This is an optimization exercise on Yosys and OpenROAD, whose aim is small area, a short achievable clock period and few clock cycles per item, not a production implementation. No run shown here included a check of the RTL's function; only the layout flow was run. Power and IR drop assume default switching activity.

==> flow/design.v (outline; a module is shown in full before it is edited, if it fits) <==
// module MyDesign: 265 lines
// module booth_tree: 636 lines
// module csa_tree: 263 lines
module MyDesign(
    input logic reset_n,
    input logic clk,
    input logic dut_valid,
    output logic dut_ready,
    output logic dut__tb__sram_input_write_enable,
    output logic [16-1 : 0] dut__tb__sram_input_write_address,
    output logic [32-1 : 0] dut__tb__sram_input_write_data,
    output logic [16-1 : 0] dut__tb__sram_input_read_address,
    input logic [32-1 : 0] tb__dut__sram_input_read_data,
    output logic dut__tb__sram_weight_write_enable,
    output logic [16-1 : 0] dut__tb__sram_weight_write_address,
    output logic [32-1 : 0] dut__tb__sram_weight_write_data,
    output logic [16-1 : 0] dut__tb__sram_weight_read_address,
    input logic [32-1 : 0] tb__dut__sram_weight_read_data,
    output logic dut__tb__sram_result_write_enable,
    output logic [16-1 : 0] dut__tb__sram_result_write_address,
    output logic [32-1 : 0] dut__tb__sram_result_write_data,
    output logic [16-1 : 0] dut__tb__sram_result_read_address,
    input logic [32-1 : 0] tb__dut__sram_result_read_data,
    output logic dut__tb__sram_scratchpad_write_enable,
    output logic [16-1 : 0] dut__tb__sram_scratchpad_write_address,
    output logic [32-1 : 0] dut__tb__sram_scratchpad_write_data,
    output logic [16-1 : 0] dut__tb__sram_scratchpad_read_address,
    input logic [32-1 : 0] tb__dut__sram_scratchpad_read_data
);
  // ...
==> flow/flow/run.sh <==
#!/bin/bash
set -euo pipefail
bash standard.sh SETUP_SLACK_MARGIN=7.5 "BUFFER_PORTS_ARGS=-buffer_cell sky130_fd_sc_hd__buf_1" finish > standard.log 2>&1
==> flow/standard.sh <==
#!/bin/bash
# synth_recipe.tcl (not shown) runs the flow's synth.tcl, then flattens the netlist and writes it again
# the make line also repeats each setting of config.mk as NAME=value (left out here)
make -C /OpenROAD-flow-scripts/flow DESIGN_CONFIG=/design/flow/config.mk WORK_HOME=/design/flow/orfs CLKGATE_MAP_FILE= SYNTH_SCRIPT=/design/flow/synth_recipe.tcl "${@:-finish}"
==> flow/config.mk <==
export PLATFORM = sky130hd
export DESIGN_NAME = MyDesign
export DESIGN_NICKNAME = MyDesign
export VERILOG_FILES = /design/flow/design.v
export SDC_FILE = /design/flow/constraint.sdc
export NUM_CORES = 4
export LEC_CHECK = 0
export ABC_CLOCK_PERIOD_IN_PS = 3500
export CAP_MARGIN = 20
export CORE_MARGIN = 2
export CORE_UTILIZATION = 40
export CTS_CLUSTER_DIAMETER = 60
export CTS_CLUSTER_SIZE = 40
export SLEW_MARGIN = 20
==> flow/constraint.sdc <==
create_clock -name core_clock -period 11.0 [get_ports {clk}]
set_input_delay 2.2000 -clock core_clock [delete_from_list [all_inputs] [get_ports {clk}]]
set_output_delay 2.2000 -clock core_clock [all_outputs]
set_load 0.01 [all_outputs]
==> metrics.yaml, run 1 <==
status: "finished clean"
startpoint_type: "register"
grt_max_degree: 79
multi_input_gates: 2267
synth_adder_area_share_pct: 16.2
comb_power_uw: 4320
via_per_inst: 5.03
worst_slack_ns: 7.53
synth_ff_type: "dfxtp_1"
sh_seq_area_pct: 29.7
fmax_mhz: 289
p_int_uw: 4980
total_power_uw: 8280
synth_xor_area_share_pct: 20.3
start_util_pct: 40.3
crit_path_end_kind: "output port"
holdBufCountCts: 0
path_class: "register to output port"
wl_per_cell_um: 17.2
grt_use_met2_pct: 29.5
cp_max_fo: 8
ys_ff_latch: 444
ff2ff_path_depth: 8
relSlewSlack_pct: 27.5
timing.final.crit_share_pct: 31.5
synthTopCellsByCount: "xnor2_1, dfxtp_1, a22oi_1"
==> run 2: changes to the inputs <==
==> flow/flow/run.sh (replaced) <==
#!/bin/bash
set -euo pipefail
bash standard.sh SETUP_SLACK_MARGIN=7.5 "BUFFER_PORTS_ARGS=-buffer_cell sky130_fd_sc_hd__buf_1" \
  "CTS_ARGS=-sink_clustering_enable -repair_clock_nets -sink_clustering_size 20 -sink_clustering_max_diameter 100 -dont_use_dummy_load" \
  finish > standard.log 2>&1
--- a/flow/config.mk
+++ b/flow/config.mk
@@ -9,6 +9,6 @@
 export CAP_MARGIN = 20
 export CORE_MARGIN = 2
 export CORE_UTILIZATION = 40
-export CTS_CLUSTER_DIAMETER = 60
-export CTS_CLUSTER_SIZE = 40
+export CTS_CLUSTER_DIAMETER = 100
+export CTS_CLUSTER_SIZE = 20
 export SLEW_MARGIN = 20
==> run 2 against run 1 <==
  * Still clean on timing, DRC and antenna
  * Sequential cell count unchanged
  * Register-to-register slack about the same
  * Sequential power about the same
  * Synthesized area unchanged
  * Global-route usage decreased by 0.082 points
  * Critical path depth unchanged
  * Synthesized cell count unchanged
  * Power decreased by 6.4%
  * Via count decreased by 0.74%
  * Clock-buffer cell count decreased by 11
  * Critical path type unchanged
  * Largest cell class unchanged
==> metrics.yaml, run 2 <==
layout.cells.most_common: "xnor2_1"
numCtsBuffers: 28
hp-start: "t1_last"
synth_xor_area_share_pct: 20.3  # unchanged
synth_area_leaders: "dfxtp_1, xnor2_1, fa_1, edfxtp_1, a22oi_1"
antenna_found_initial: 1
drt-total-wl_um: 71400
fillerInstances: 7200
yosysMostFrequentCell: "xnor2_1"
startpoint_type: "register"
worstSetupStartpoint: "sp_wa[2]"
fp-row-count: 100
grt-ovfl-total: 0
cts.clk_slew.worst_paths_ns: 0.08
whs_path_depth: 0
wl_per_cell_um: 17.4  # +1.0%
relSlewSlack_pct: 24.4  # -3.1 points
whs_endpoint: "t2_last"
ff2ff_path_depth: 8  # unchanged
grt_pass1_vias: 20100
synth_top_family_by_area: "XOR/XNOR gates"
clkSinkCount: 444
drt_iter0_drc: 1213
synth_top_cell_area_share_pct: 25.0
rsz0062_at_grt: "true"
path_class: "register to output port"
clock_latency_ns: 0.59
layout_common_cells: "xnor2_1, dfxtp_1, a22oi_1"
synthTopCellsByCount: "xnor2_1, dfxtp_1, a22oi_1"
syn-instance-count: 3050
port_buffers: 265
cp.required_ns: 8.80
power.switching_uw: 3060
setup_violations: 0
grt_max_degree: 79  # unchanged
tns_ns: 0
vdd_drop_max_mv: 0.116
cp_top_family: "flip-flops"
async_flop_share_pct: 0
rrSetupSlack_ns: 7.79
die_h_um: 278
timing.final.crit_share_pct: 31.3  # -0.19 points
syn_avg_cell_area_um2: 9.85
power_frac_clock_pct: 12.7
hold_path.class: "register to register"
vias: 20700
yosysSeqAreaShare_pct: 31.9
ys_types: 75
combPwrFrac_pct: 55.8
tightestPinTransition_ns: 1.13
die-area_mm2: 0.0773
start_util_pct: 40.3  # unchanged
yosysWarningCount: 1
pwr-share-seq_pct: 31.5
antenna_cells: 0
die_width_um: 278
dp_hpwl_um: 53000
synth_compound_area_share_pct: 12.0
num-nets-final: 3502
critPathMaxStageDelay_ns: 0.43
cts_tree: "done"
yosys.area_share.simple_pct: 7.96
coreArea_mm2: 0.0744
drtPass1Iterations: 6
ant_nets: 0
synth_ff_type: "dfxtp_1"
fin_crit_ns: 3.44
fmax_mhz: 290  # +0.60%
p_leak_uw: 0.0119
muxShareOfSynthArea_pct: 3.31
grt_pass1_wl_um: 114000
synth_adder_area_share_pct: 16.2  # unchanged
slew_viol_final: 0
cp.arrival_ns: 1.24
place_congestion: 0.832
status: "finished clean"
drcViolationCount: 0
synth_edf_count: 69
cp_max_fo: 8  # unchanged
p_sw_share_pct: 39.6
yosysTopAreaCell: "dfxtp_1"
timing.rr.start: "k[3]"
hold_viol_final: 0
finalClockSkew_ns: 0.0581
via_per_inst: 5.05  # +0.25%
total_power_uw: 7740  # -6.4%
power_density_mw_per_mm2: 245
area_growth_pct: 5.38
p_int_uw: 4680  # -5.9%
grt_usage_pct: 18.3
crit_path_end_kind: "output port"
crit_path_cell_trace: "buf_1"
htree_levels: 1
postCtsSetupBuffers: 0
fin_util_pct: 42.5
drive_gt1_share_pct: 5.74
clock_path_buffers: 3
cap_viol_max_count: 0
reg2reg_to: "b_base[9]"
worst-path-buf-inv: 1
synth.cell_area_mm2: 0.0300
crit_slowest_cell: "dfxtp_2"
ys_ff_latch: 444  # unchanged
cts-root-buf: "clkbuf_16"
top_level_ports: 392
[run 2: changes by cell type in the layout (fill, tap and decap cells not counted), sizes merged]
cell	previous run	this run
bufinv	1	0
clkinv	10	0
clkbuf	40	29
inv	114	96
clkinvlp	1	0
[run 2: metal layers]
metal / up-vias / share of wire (%) / wire [um] / global-route usage (%)
li1: 10200 / - / - / -
met1: 9871 / 46 / 32900 / 25.6
met2: 556 / 46 / 33100 / 29.8
met3: 90 / 5.2 / 3700 / 2.11
met4: 2 / 2.4 / 1710 / 4.75
met5: - / 0.011 / 8 / 0
[run 2: worst max path at each step]
| stage | slack [ns] | to | cells past startpoint |
|---|---|---|---|
| 6_report | 7.56 | dut__tb__sram_scratchpad_write_address[2] | 1 |
| 5_1_grt | 7.49 | b_base[9] | 8 |
| 4_1_cts | 7.50 | dut__tb__sram_weight_read_address[2] | 1 |
| 3_5_place_dp | 7.43 | a_row[10] | 11 |
| 3_3_place_gp | 7.50 | wdata[31] | 12 |
| 2_1_floorplan | 7.56 | cmax[0] | 7 |
[run 2: power by group through the flow]
stage / Sequential, uW / Clock [uW] / Combinational [uW]
floorplan: 2390 / 0 / 3570
global placement: 2480 / 0 / 4330
detailed placement: 2480 / 0 / 4400
CTS: 2450 / 1030 / 4420
global route: 2490 / 1080 / 5000
finish: 2440 / 985 / 4320
[run 2: layout make-up]
class | count | area [um2] | share of cell area (%)
Inverter | 96 | 360 | 1.14
Sequential cell | 444 | 9630 | 30.4
Tap cell | 969 | 1210 | 3.83
Multi-Input combinational cell | 2267 | 18500 | 58.4
Clock buffer | 28 | 701 | 2.21
Timing Repair Buffer | 299 | 1250 | 3.97
[run 2: cell families (layout without fill, tap and decap cells)]
family / count (synthesis) / in the layout
compound gates: 525 / 525
xor+xnor: 686 / 686
fa+ha+maj: 341 / 341
buf+inv: 464 / 423
flops: 444 / 444
mux: 93 / 93
other cells: 1 / 126
simple gates: 496 / 496
[run 2: metrics by stage]
| step | std cells | hold WS [ns] | setup WS (ns) | cell area, um2 |
|---|---|---|---|---|
| 2_1_floorplan | 3175 | 0.310 | 7.56 | 30500 |
| 5_1_grt | 4103 | 0.333 | 7.49 | 31600 |
| 3_3_place_gp | 4075 | 0.310 | 7.50 | 30900 |
| 4_1_cts | 4103 | 0.332 | 7.50 | 31600 |
| 3_5_place_dp | 4075 | 0.312 | 7.43 | 30900 |
| 6_report | 4103 | 0.329 | 7.56 | 31600 |
[run 2: repair_timing]
action                                  4_1_cts  5_1_grt
resized for setup                            18       17
hold buffers                                  0        0
endpoints found under the setup margin       26       31
==> module MyDesign, before the edit <==
module MyDesign(
    input logic reset_n,
    input logic clk,
    input logic dut_valid,
    output logic dut_ready,
    output logic dut__tb__sram_input_write_enable,
    output logic [16-1 : 0] dut__tb__sram_input_write_address,
    output logic [32-1 : 0] dut__tb__sram_input_write_data,
    output logic [16-1 : 0] dut__tb__sram_input_read_address,
    input logic [32-1 : 0] tb__dut__sram_input_read_data,
    output logic dut__tb__sram_weight_write_enable,
    output logic [16-1 : 0] dut__tb__sram_weight_write_address,
    output logic [32-1 : 0] dut__tb__sram_weight_write_data,
    output logic [16-1 : 0] dut__tb__sram_weight_read_address,
    input logic [32-1 : 0] tb__dut__sram_weight_read_data,
    output logic dut__tb__sram_result_write_enable,
    output logic [16-1 : 0] dut__tb__sram_result_write_address,
    output logic [32-1 : 0] dut__tb__sram_result_write_data,
    output logic [16-1 : 0] dut__tb__sram_result_read_address,
    input logic [32-1 : 0] tb__dut__sram_result_read_data,
    output logic dut__tb__sram_scratchpad_write_enable,
    output logic [16-1 : 0] dut__tb__sram_scratchpad_write_address,
    output logic [32-1 : 0] dut__tb__sram_scratchpad_write_data,
    output logic [16-1 : 0] dut__tb__sram_scratchpad_read_address,
    input logic [32-1 : 0] tb__dut__sram_scratchpad_read_data
);
  logic        w4_we, w4_sp, w4_fin, w4_spv, w4_rowend;
  logic        res_we, sp_we, w_spv, w_rowend, w_final;
  logic [11:0] res_wa;
  logic [9:0]  sp_wa, vt_row;
  logic        ready_r;
  logic        st_wait;       
  logic        st_dims;       
  logic        issuing;       
  logic [2:0]  ph;            
  logic [4:0]  k, c;
  logic [3:0]  r;
  logic [4:0]  kmax, cmax;
  logic [4:0]  dm1, em1;
  logic [3:0]  nm1;
  logic [10:0] a_addr, a_row;
  logic [11:0] b_addr, b_base;
  wire end_k  = (k == kmax);
  wire end_c  = (c == cmax);
  wire end_r  = (r == nm1);
  wire end_ph = end_k & end_c & end_r;
  wire [10:0] a_inc = a_addr + 11'd1;
  wire [11:0] b_inc = b_addr + 12'd1;
  always_ff @(posedge clk) begin
    if (!reset_n) begin
      ready_r <= 1'b1;
      st_wait <= 1'b0;
      st_dims <= 1'b0;
      issuing <= 1'b0;
    end else begin
      st_wait <= 1'b0;
      st_dims <= st_wait;
      if (ready_r && dut_valid) begin
        ready_r <= 1'b0;
        st_wait <= 1'b1;
      end
      if (st_dims)
        issuing <= 1'b1;
      else if (issuing && end_ph && ph == 3'd4)
        issuing <= 1'b0;
      if (w_final)
        ready_r <= 1'b1;
    end
  end
  always_ff @(posedge clk) begin
    if (ready_r || st_wait) begin
      a_addr <= '0;
      b_addr <= '0;
    end else if (st_dims) begin
      nm1    <= tb__dut__sram_input_read_data[19:16] - 4'd1;
      dm1    <= tb__dut__sram_input_read_data[4:0] - 5'd1;
      em1    <= tb__dut__sram_weight_read_data[4:0] - 5'd1;
      kmax   <= tb__dut__sram_input_read_data[4:0] - 5'd1;
      cmax   <= tb__dut__sram_weight_read_data[4:0] - 5'd1;
      ph     <= 3'd0;
      k      <= '0;
      c      <= '0;
      r      <= '0;
      a_addr <= 11'd1;
      a_row  <= 11'd1;
      b_addr <= 12'd1;
      b_base <= 12'd1;
    end else begin
      if (!end_k) begin
        k      <= k + 5'd1;
        a_addr <= a_inc;
        b_addr <= b_inc;
      end else begin
        k <= '0;
        if (!end_c) begin
          c      <= c + 5'd1;
          a_addr <= a_row;
          b_addr <= b_inc;
        end else begin
          c <= '0;
          if (!end_r) begin
            r      <= r + 4'd1;
            a_addr <= a_inc;
            a_row  <= a_inc;
            b_addr <= b_base;
          end else begin
            r  <= '0;
            ph <= ph + 3'd1;
            case (ph)
              3'd0, 3'd1: begin             
                a_addr <= 11'd1;
                a_row  <= 11'd1;
                b_addr <= b_inc;
                b_base <= b_inc;
              end
              3'd2: begin                   
                a_addr <= '0;
                a_row  <= '0;
                b_addr <= '0;
                b_base <= '0;
                kmax   <= em1;
                cmax   <= {1'b0, nm1};
              end
              default: begin                
                a_addr <= a_inc + {a_inc[9:0], 1'b0};
                a_row  <= a_inc + {a_inc[9:0], 1'b0};
                b_addr <= b_inc;
                b_base <= b_inc;
                kmax   <= {1'b0, nm1};
                cmax   <= em1;
              end
            endcase
          end
        end
      end
    end
  end
  logic       t1_v, t2_v, t3_v;
  logic       t1_src;
  logic       t1_first, t2_first, t3_first;
  logic       t1_last, t2_last, t3_last;
  logic       t1_rowend, t2_rowend, t3_rowend;
  logic       t1_spk, t2_spk, t3_spk;        
  logic       t1_spv, t2_spv, t3_spv;        
  logic       t1_fin, t2_fin, t3_fin;
  always_ff @(posedge clk) begin
    if (!reset_n) begin
      t1_v <= 1'b0; t2_v <= 1'b0; t3_v <= 1'b0;
    end else begin
      t1_v <= issuing; t2_v <= t1_v; t3_v <= t2_v;
    end
  end
  always_ff @(posedge clk) begin
    t1_src    <= (ph == 3'd3) || (ph == 3'd4);
    t1_first  <= (k == 5'd0);
    t1_last   <= end_k;
    t1_rowend <= end_c;
    t1_spk    <= (ph == 3'd1);
    t1_spv    <= (ph == 3'd2);
    t1_fin    <= end_ph && (ph == 3'd4);
    t2_first  <= t1_first;  t3_first  <= t2_first;
    t2_last   <= t1_last;   t3_last   <= t2_last;
    t2_rowend <= t1_rowend; t3_rowend <= t2_rowend;
    t2_spk    <= t1_spk;    t3_spk    <= t2_spk;
    t2_spv    <= t1_spv;    t3_spv    <= t2_spv;
    t2_fin    <= t1_fin;    t3_fin    <= t2_fin;
  end
  logic [31:0] op_a;
  logic [15:0] bt_one, bt_two, bt_neg;
  wire  [31:0] in_b = t1_src ? tb__dut__sram_scratchpad_read_data : tb__dut__sram_weight_read_data;
  always_ff @(posedge clk) begin
    op_a <= t1_src ? tb__dut__sram_result_read_data : tb__dut__sram_input_read_data;
    for (int i = 0; i < 16; i++) begin
      logic [2:0] bits;
      bits      = {in_b[2*i+1], in_b[2*i], (i == 0) ? 1'b0 : in_b[2*i-1]};
      bt_one[i] <= bits[1] ^ bits[0];
      bt_two[i] <= (bits == 3'b100) || (bits == 3'b011);
      bt_neg[i] <= bits[2];
    end
  end
  logic [31:0] r0, r1, r2, r3;
  booth_tree u_booth (
    .op_a(op_a), .one(bt_one), .two(bt_two), .neg(bt_neg),
    .r0(r0), .r1(r1), .r2(r2), .r3(r3)
  );
  logic [31:0] p0, p1, p2, p3;
  always_ff @(posedge clk) begin
    p0 <= r0;
    p1 <= r1;
    p2 <= r2;
    p3 <= r3;
  end
  logic [31:0] acc_s, acc_c, y0, y1;
  csa_tree u_csa (
    .x0(p0), .x1(p1), .x2(p2), .x3(p3),
    .x4(t3_first ? 32'd0 : acc_s), .x5(t3_first ? 32'd0 : acc_c),
    .y0(y0), .y1(y1)
  );
  always_ff @(posedge clk) begin
    acc_s <= y0;
    acc_c <= y1;
  end
  logic [31:0] wdata;
  always_ff @(posedge clk)
    wdata <= acc_s + acc_c;
  always_ff @(posedge clk) begin
    if (!reset_n) begin
      w4_we   <= 1'b0;
      w4_sp   <= 1'b0;
      w4_fin  <= 1'b0;
      res_we  <= 1'b0;
      sp_we   <= 1'b0;
      w_final <= 1'b0;
    end else begin
      w4_we   <= t3_v & t3_last;
      w4_sp   <= t3_v & t3_last & (t3_spk | t3_spv);
      w4_fin  <= t3_v & t3_last & t3_fin;
      res_we  <= w4_we;
      sp_we   <= w4_sp;
      w_final <= w4_fin;
    end
  end
  always_ff @(posedge clk) begin
    w4_spv    <= t3_spv;
    w4_rowend <= t3_rowend;
    w_spv     <= w4_spv;
    w_rowend  <= w4_rowend;
  end
  always_ff @(posedge clk) begin
    if (st_dims) begin
      res_wa <= '0;
      sp_wa  <= '0;
    end else if (res_we) begin
      res_wa <= res_wa + 12'd1;
      if (sp_we) begin
        if (!w_spv) begin
          sp_wa  <= sp_wa + 10'd1;
          vt_row <= sp_wa + 10'd1;
        end else if (w_rowend) begin
          sp_wa  <= vt_row + 10'd1;
          vt_row <= vt_row + 10'd1;
        end else begin
          sp_wa  <= sp_wa + {6'd0, nm1} + 10'd1;
        end
      end
    end
  end
  assign dut_ready = ready_r;
  assign dut__tb__sram_input_write_enable   = 1'b0;
  assign dut__tb__sram_input_write_address  = '0;
  assign dut__tb__sram_input_write_data     = '0;
  assign dut__tb__sram_weight_write_enable  = 1'b0;
  assign dut__tb__sram_weight_write_address = '0;
  assign dut__tb__sram_weight_write_data    = '0;
  assign dut__tb__sram_input_read_address      = {5'd0, a_addr};
  assign dut__tb__sram_result_read_address     = {5'd0, a_addr};
  assign dut__tb__sram_weight_read_address     = {4'd0, b_addr};
  assign dut__tb__sram_scratchpad_read_address = {4'd0, b_addr};
  assign dut__tb__sram_result_write_enable      = res_we;
  assign dut__tb__sram_result_write_address     = {4'd0, res_wa};
  assign dut__tb__sram_result_write_data        = wdata;
  assign dut__tb__sram_scratchpad_write_enable  = sp_we;
  assign dut__tb__sram_scratchpad_write_address = {6'd0, sp_wa};
  assign dut__tb__sram_scratchpad_write_data    = wdata;
endmodule
==> run 3: changes to the inputs <==
--- a/flow/design.v
+++ b/flow/design.v
@@ -40,12 +40,15 @@
   logic [3:0]  nm1;
   logic [10:0] a_addr, a_row;
   logic [11:0] b_addr, b_base;
+  logic [10:0] a_out;         
+  logic [11:0] b_out;         
   wire end_k  = (k == kmax);
   wire end_c  = (c == cmax);
   wire end_r  = (r == nm1);
   wire end_ph = end_k & end_c & end_r;
   wire [10:0] a_inc = a_addr + 11'd1;
   wire [11:0] b_inc = b_addr + 12'd1;
+  wire [10:0] z_base = a_inc + {a_inc[9:0], 1'b0};
   always_ff @(posedge clk) begin
     if (!reset_n) begin
       ready_r <= 1'b1;
@@ -71,7 +74,11 @@
     if (ready_r || st_wait) begin
       a_addr <= '0;
       b_addr <= '0;
+      a_out  <= '0;
+      b_out  <= '0;
     end else if (st_dims) begin
+      a_out  <= 11'd1;
+      b_out  <= 12'd1;
       nm1    <= tb__dut__sram_input_read_data[19:16] - 4'd1;
       dm1    <= tb__dut__sram_input_read_data[4:0] - 5'd1;
       em1    <= tb__dut__sram_weight_read_data[4:0] - 5'd1;
@@ -90,12 +97,16 @@
         k      <= k + 5'd1;
         a_addr <= a_inc;
         b_addr <= b_inc;
+        a_out  <= a_out + 11'd1;
+        b_out  <= b_out + 12'd1;
       end else begin
         k <= '0;
         if (!end_c) begin
           c      <= c + 5'd1;
           a_addr <= a_row;
           b_addr <= b_inc;
+          a_out  <= a_row;
+          b_out  <= b_out + 12'd1;
         end else begin
           c <= '0;
           if (!end_r) begin
@@ -103,6 +114,8 @@
             a_addr <= a_inc;
             a_row  <= a_inc;
             b_addr <= b_base;
+            a_out  <= a_out + 11'd1;
+            b_out  <= b_base;
           end else begin
             r  <= '0;
             ph <= ph + 3'd1;
@@ -112,20 +125,26 @@
                 a_row  <= 11'd1;
                 b_addr <= b_inc;
                 b_base <= b_inc;
+                a_out  <= 11'd1;
+                b_out  <= b_out + 12'd1;
               end
               3'd2: begin                   
                 a_addr <= '0;
                 a_row  <= '0;
                 b_addr <= '0;
                 b_base <= '0;
+                a_out  <= '0;
+                b_out  <= '0;
                 kmax   <= em1;
                 cmax   <= {1'b0, nm1};
               end
               default: begin                
-                a_addr <= a_inc + {a_inc[9:0], 1'b0};
-                a_row  <= a_inc + {a_inc[9:0], 1'b0};
+                a_addr <= z_base;
+                a_row  <= z_base;
                 b_addr <= b_inc;
                 b_base <= b_inc;
+                a_out  <= z_base;
+                b_out  <= b_out + 12'd1;
                 kmax   <= {1'b0, nm1};
                 cmax   <= em1;
               end
@@ -252,10 +271,10 @@
   assign dut__tb__sram_weight_write_enable  = 1'b0;
   assign dut__tb__sram_weight_write_address = '0;
   assign dut__tb__sram_weight_write_data    = '0;
-  assign dut__tb__sram_input_read_address      = {5'd0, a_addr};
-  assign dut__tb__sram_result_read_address     = {5'd0, a_addr};
-  assign dut__tb__sram_weight_read_address     = {4'd0, b_addr};
-  assign dut__tb__sram_scratchpad_read_address = {4'd0, b_addr};
+  assign dut__tb__sram_input_read_address      = {5'd0, a_out};
+  assign dut__tb__sram_result_read_address     = {5'd0, a_out};
+  assign dut__tb__sram_weight_read_address     = {4'd0, b_out};
+  assign dut__tb__sram_scratchpad_read_address = {4'd0, b_out};
   assign dut__tb__sram_result_write_enable      = res_we;
   assign dut__tb__sram_result_write_address     = {4'd0, res_wa};
   assign dut__tb__sram_result_write_data        = wdata;
==> flow/flow/run.sh (replaced) <==
#!/bin/bash
set -euo pipefail
bash standard.sh SETUP_SLACK_MARGIN=7.5 "BUFFER_PORTS_ARGS=-buffer_cell sky130_fd_sc_hd__buf_1" finish > standard.log 2>&1
==> run 3 against run 2 <==
  * Power up 2.6%
  * Largest cell class unchanged
  * Final cell count rose by 5.4%
  * Sequential share of layout area rose by 0.22 points
  * Critical endpoint is now dut__tb__sram_scratchpad_write_address[0]
  * Clock power is 14% higher
  * Still clean
  * Synthesized cell count is 4.3% higher
  * Via count grew 4.6%
  * Sequential cell count is 23 higher
  * First-iteration DRC count grew 11%
  * Die area is 3.1% higher
==> metrics.yaml, run 3 <==
tns_ns: 0  # unchanged
grt_pass1_wl_um: 117000  # +3.2%
grt_usage_pct: 18.6  # +0.30 points
dpl_cell_area_mm2: 0.0319  # +3.4%
grt-ovfl-total: 0  # unchanged
antenna_cells: 0  # unchanged
synth.cell_area_mm2: 0.0310  # +3.2%
fin_area_mm2: 0.0329  # +3.9%
synth_top_cell_area_share_pct: 25.7  # +0.72 points
finalClockSkew_ns: 0.0304  # -0.0277 ns
fmax_mhz: 291  # +0.17%
path_class: "register to output port"
yosysMostFrequentCell: "xnor2_1"
num-nets-final: 3637  # +3.9%
power_density_mw_per_mm2: 242  # -1.3%
cp.required_ns: 8.80  # about the same
area_growth_pct: 6.11
setup_violations: 0  # unchanged
cp_top_family: "flip-flops"
die_width_um: 282  # +1.5%
rrSetupSlack_ns: 7.65  # -0.14 ns
syn_avg_cell_area_um2: 9.74  # -1.1%
dp_hpwl_um: 55600  # +4.8%
antenna_found_initial: 2  # +1
synthTopCellsByCount: "xnor2_1, dfxtp_1, a22oi_1"
cts.clk_slew.worst_paths_ns: 0.09  # about the same
grt_max_degree: 63  # -20%
crit_path_cell_trace: "buf_1"
cp_max_fo: 7  # -1
critPathMaxStageDelay_ns: 0.41  # -0.02 ns
yosysSeqAreaShare_pct: 32.4  # +0.51 points
layout.cells.most_common: "xnor2_1"
worst-path-buf-inv: 1  # unchanged
clock_latency_ns: 0.62  # +0.03 ns
cap_viol_max_count: 0  # unchanged
hold_viol_final: 0  # unchanged
synth_ff_type: "dfxtp_1"
wl_per_cell_um: 17.3  # -0.49%
via_per_inst: 5.01  # -0.76%
fin_crit_ns: 3.44  # -0.00598 ns
p_leak_uw: 0.0123  # +3.7%
cts-root-buf: "clkbuf_16"
yosysWarningCount: 1  # unchanged
die_h_um: 282  # +1.5%
coreArea_mm2: 0.0771  # +3.5%
yosysTopAreaCell: "dfxtp_1"
start_util_pct: 40.2  # -0.15 points
vdd_drop_max_mv: 0.123  # +5.8%
numCtsBuffers: 29  # +3.6%
drcViolationCount: 0  # unchanged
grt_pass1_vias: 20700  # +3.3%
port_buffers: 265  # unchanged
holdBufCountCts: 0  # unchanged
status: "finished clean"
tightestPinTransition_ns: 1.04  # -0.0882 ns
clock_path_buffers: 3  # unchanged
startpoint_type: "register"
clkSinkCount: 467  # +5.2%
async_flop_share_pct: 0  # unchanged
htree_levels: 1  # unchanged
ys_ff_latch: 467  # +5.2%
ys_types: 70  # -6.7%
rsz0062_at_grt: "true"
fp-row-count: 102  # +2.0%
vias: 21700  # +4.6%
ant_nets: 0  # unchanged
hold_path.class: "register to register"
crit_slowest_cell: "dfxtp_2"
cts_tree: "done"
drt_iter0_drc: 1341  # +11%
layout_common_cells: "xnor2_1, dfxtp_1, a22oi_1"
drive_gt1_share_pct: 5.75  # +0.010 points
drt-total-wl_um: 74900  # +4.9%
timing.final.crit_share_pct: 31.3  # -0.054 points
synth_area_leaders: "dfxtp_1, xnor2_1, fa_1, edfxtp_1, a22oi_1"
crit_path_end_kind: "output port"
synth_edf_count: 69  # unchanged
drtPass1Iterations: 5  # -1
place_congestion: 0.852  # +2.3%
syn-instance-count: 3180  # +4.3%
relSlewSlack_pct: 30.3  # +5.9 points
total_power_uw: 7940  # +2.6%
slew_viol_final: 0  # unchanged
die-area_mm2: 0.0797  # +3.1%
top_level_ports: 392  # unchanged
cp.arrival_ns: 1.24  # about the same
run 3: cell types whose count changed after synthesis, sizes merged, moves of 5 or more:
cell,before,now
nor2,148,155
a211oi,14,19
a22oi,276,271
a21oi,84,122
xor2,116,123
nand3,42,53
buf,263,271
xnor2,566,577
nand2,129,167
dfxtp,375,398
run 3: layer usage:
| metal | share of wire, % | track usage [%] |
|---|---|---|
| met1 | 45 | 25.2 |
| met2 | 47 | 30.9 |
| met3 | 4.8 | 2.27 |
| met4 | 2.8 | 5.58 |
| met5 | 0.035 | 0 |
run 3: area by class of cell:
cell class,count,area (um2)
fillers,7564,44200
inverters,96,360
repair buffers,306,1300
clock inverters,6,78.8
multi-input cells,2369,19000
flip-flops and latches,467,10100
well taps,1040,1300
clock buffers,41,781
run 3: final timing paths:
kind | end | from | depth (start not counted)
setup / recovery | dut__tb__sram_scratchpad_write_address[0] | sp_wa[0] | 1
hold / removal | t2_last | t1_last | 0
setup reg to reg | a_out[9] | a_addr[1] | 13
hold reg to reg | t2_last | t1_last | 0
run 3: cell families (layout without fill, tap and decap cells):
kind of cell             Yosys count  count (layout)  share of synthesized area, %
other                              1             126                        0.0121
AND/OR/NAND/NOR                  553             553                          8.36
buffers and inverters            469             449                          8.12
multiplexers                      91              91                          3.14
flip-flops                       467             467                          32.4
adder cells (fa/ha/maj)          343             343                          15.8
AO/OA/AOI/OAI                    551             551                          12.0
XOR/XNOR                         705             705                          20.2
run 3: where the power goes:
| part | total (uW) | internal, uW | switching, uW |
|---|---|---|---|
| Clock | 1120 | 507 | 611 |
| Sequential | 2510 | 2240 | 269 |
| Combinational | 4310 | 2080 | 2230 |
| Total | 7940 | 4830 | 3110 |
run 3: stage by stage:
step	instances	setup WS, ns	hold slack (ns)	utilization, %
6_report	4325	7.56	0.324	42.7
5_1_grt	4325	7.45	0.335	42.7
4_1_cts	4323	7.51	0.329	42.6
3_5_place_dp	4276	7.00	0.312	41.4
3_3_place_gp	4276	7.02	0.310	41.4
2_1_floorplan	3305	7.87	0.310	-
run 3: what timing repair did:
item                       CTS  global route
setup endpoints to repair   34            27
pin swaps                    0             1
gates resized for setup     24             8
buffers inserted             0             2

re-timing with driven ports:
No port has a modelled driver above. Below, the same layouts with a new extraction and two added sets of constraints. Step 1 assumes that a clkbuf_16 drives the clock port and a buf_2 every other input. Step 2, shift: input delay + t, output delay - t, t = (earliest + latest rising clock arrival at the registers) / 2. This alone moves slack from input paths to output paths. a / b / c = ideal ports / drivers / drivers and shift; a / b = the first two.
run | t (ns) | setup WS [ns] | worst setup path after step 2 | pins driven straight from the clock port
run 1 | 0.639 | 7.535 / 7.469 / 7.492 | input to register | 1
run 2 | 0.631 | 7.555 / 7.490 / 7.480 | input to register | 1
run 3 | 0.667 | 7.561 / 7.494 / 7.424 | input to register | 1
After both steps setup and hold are still met in every run listed. For run 3, which loses most, drivers alone change the setup slack by -0.067 ns; drivers and shift together by -0.137 ns.
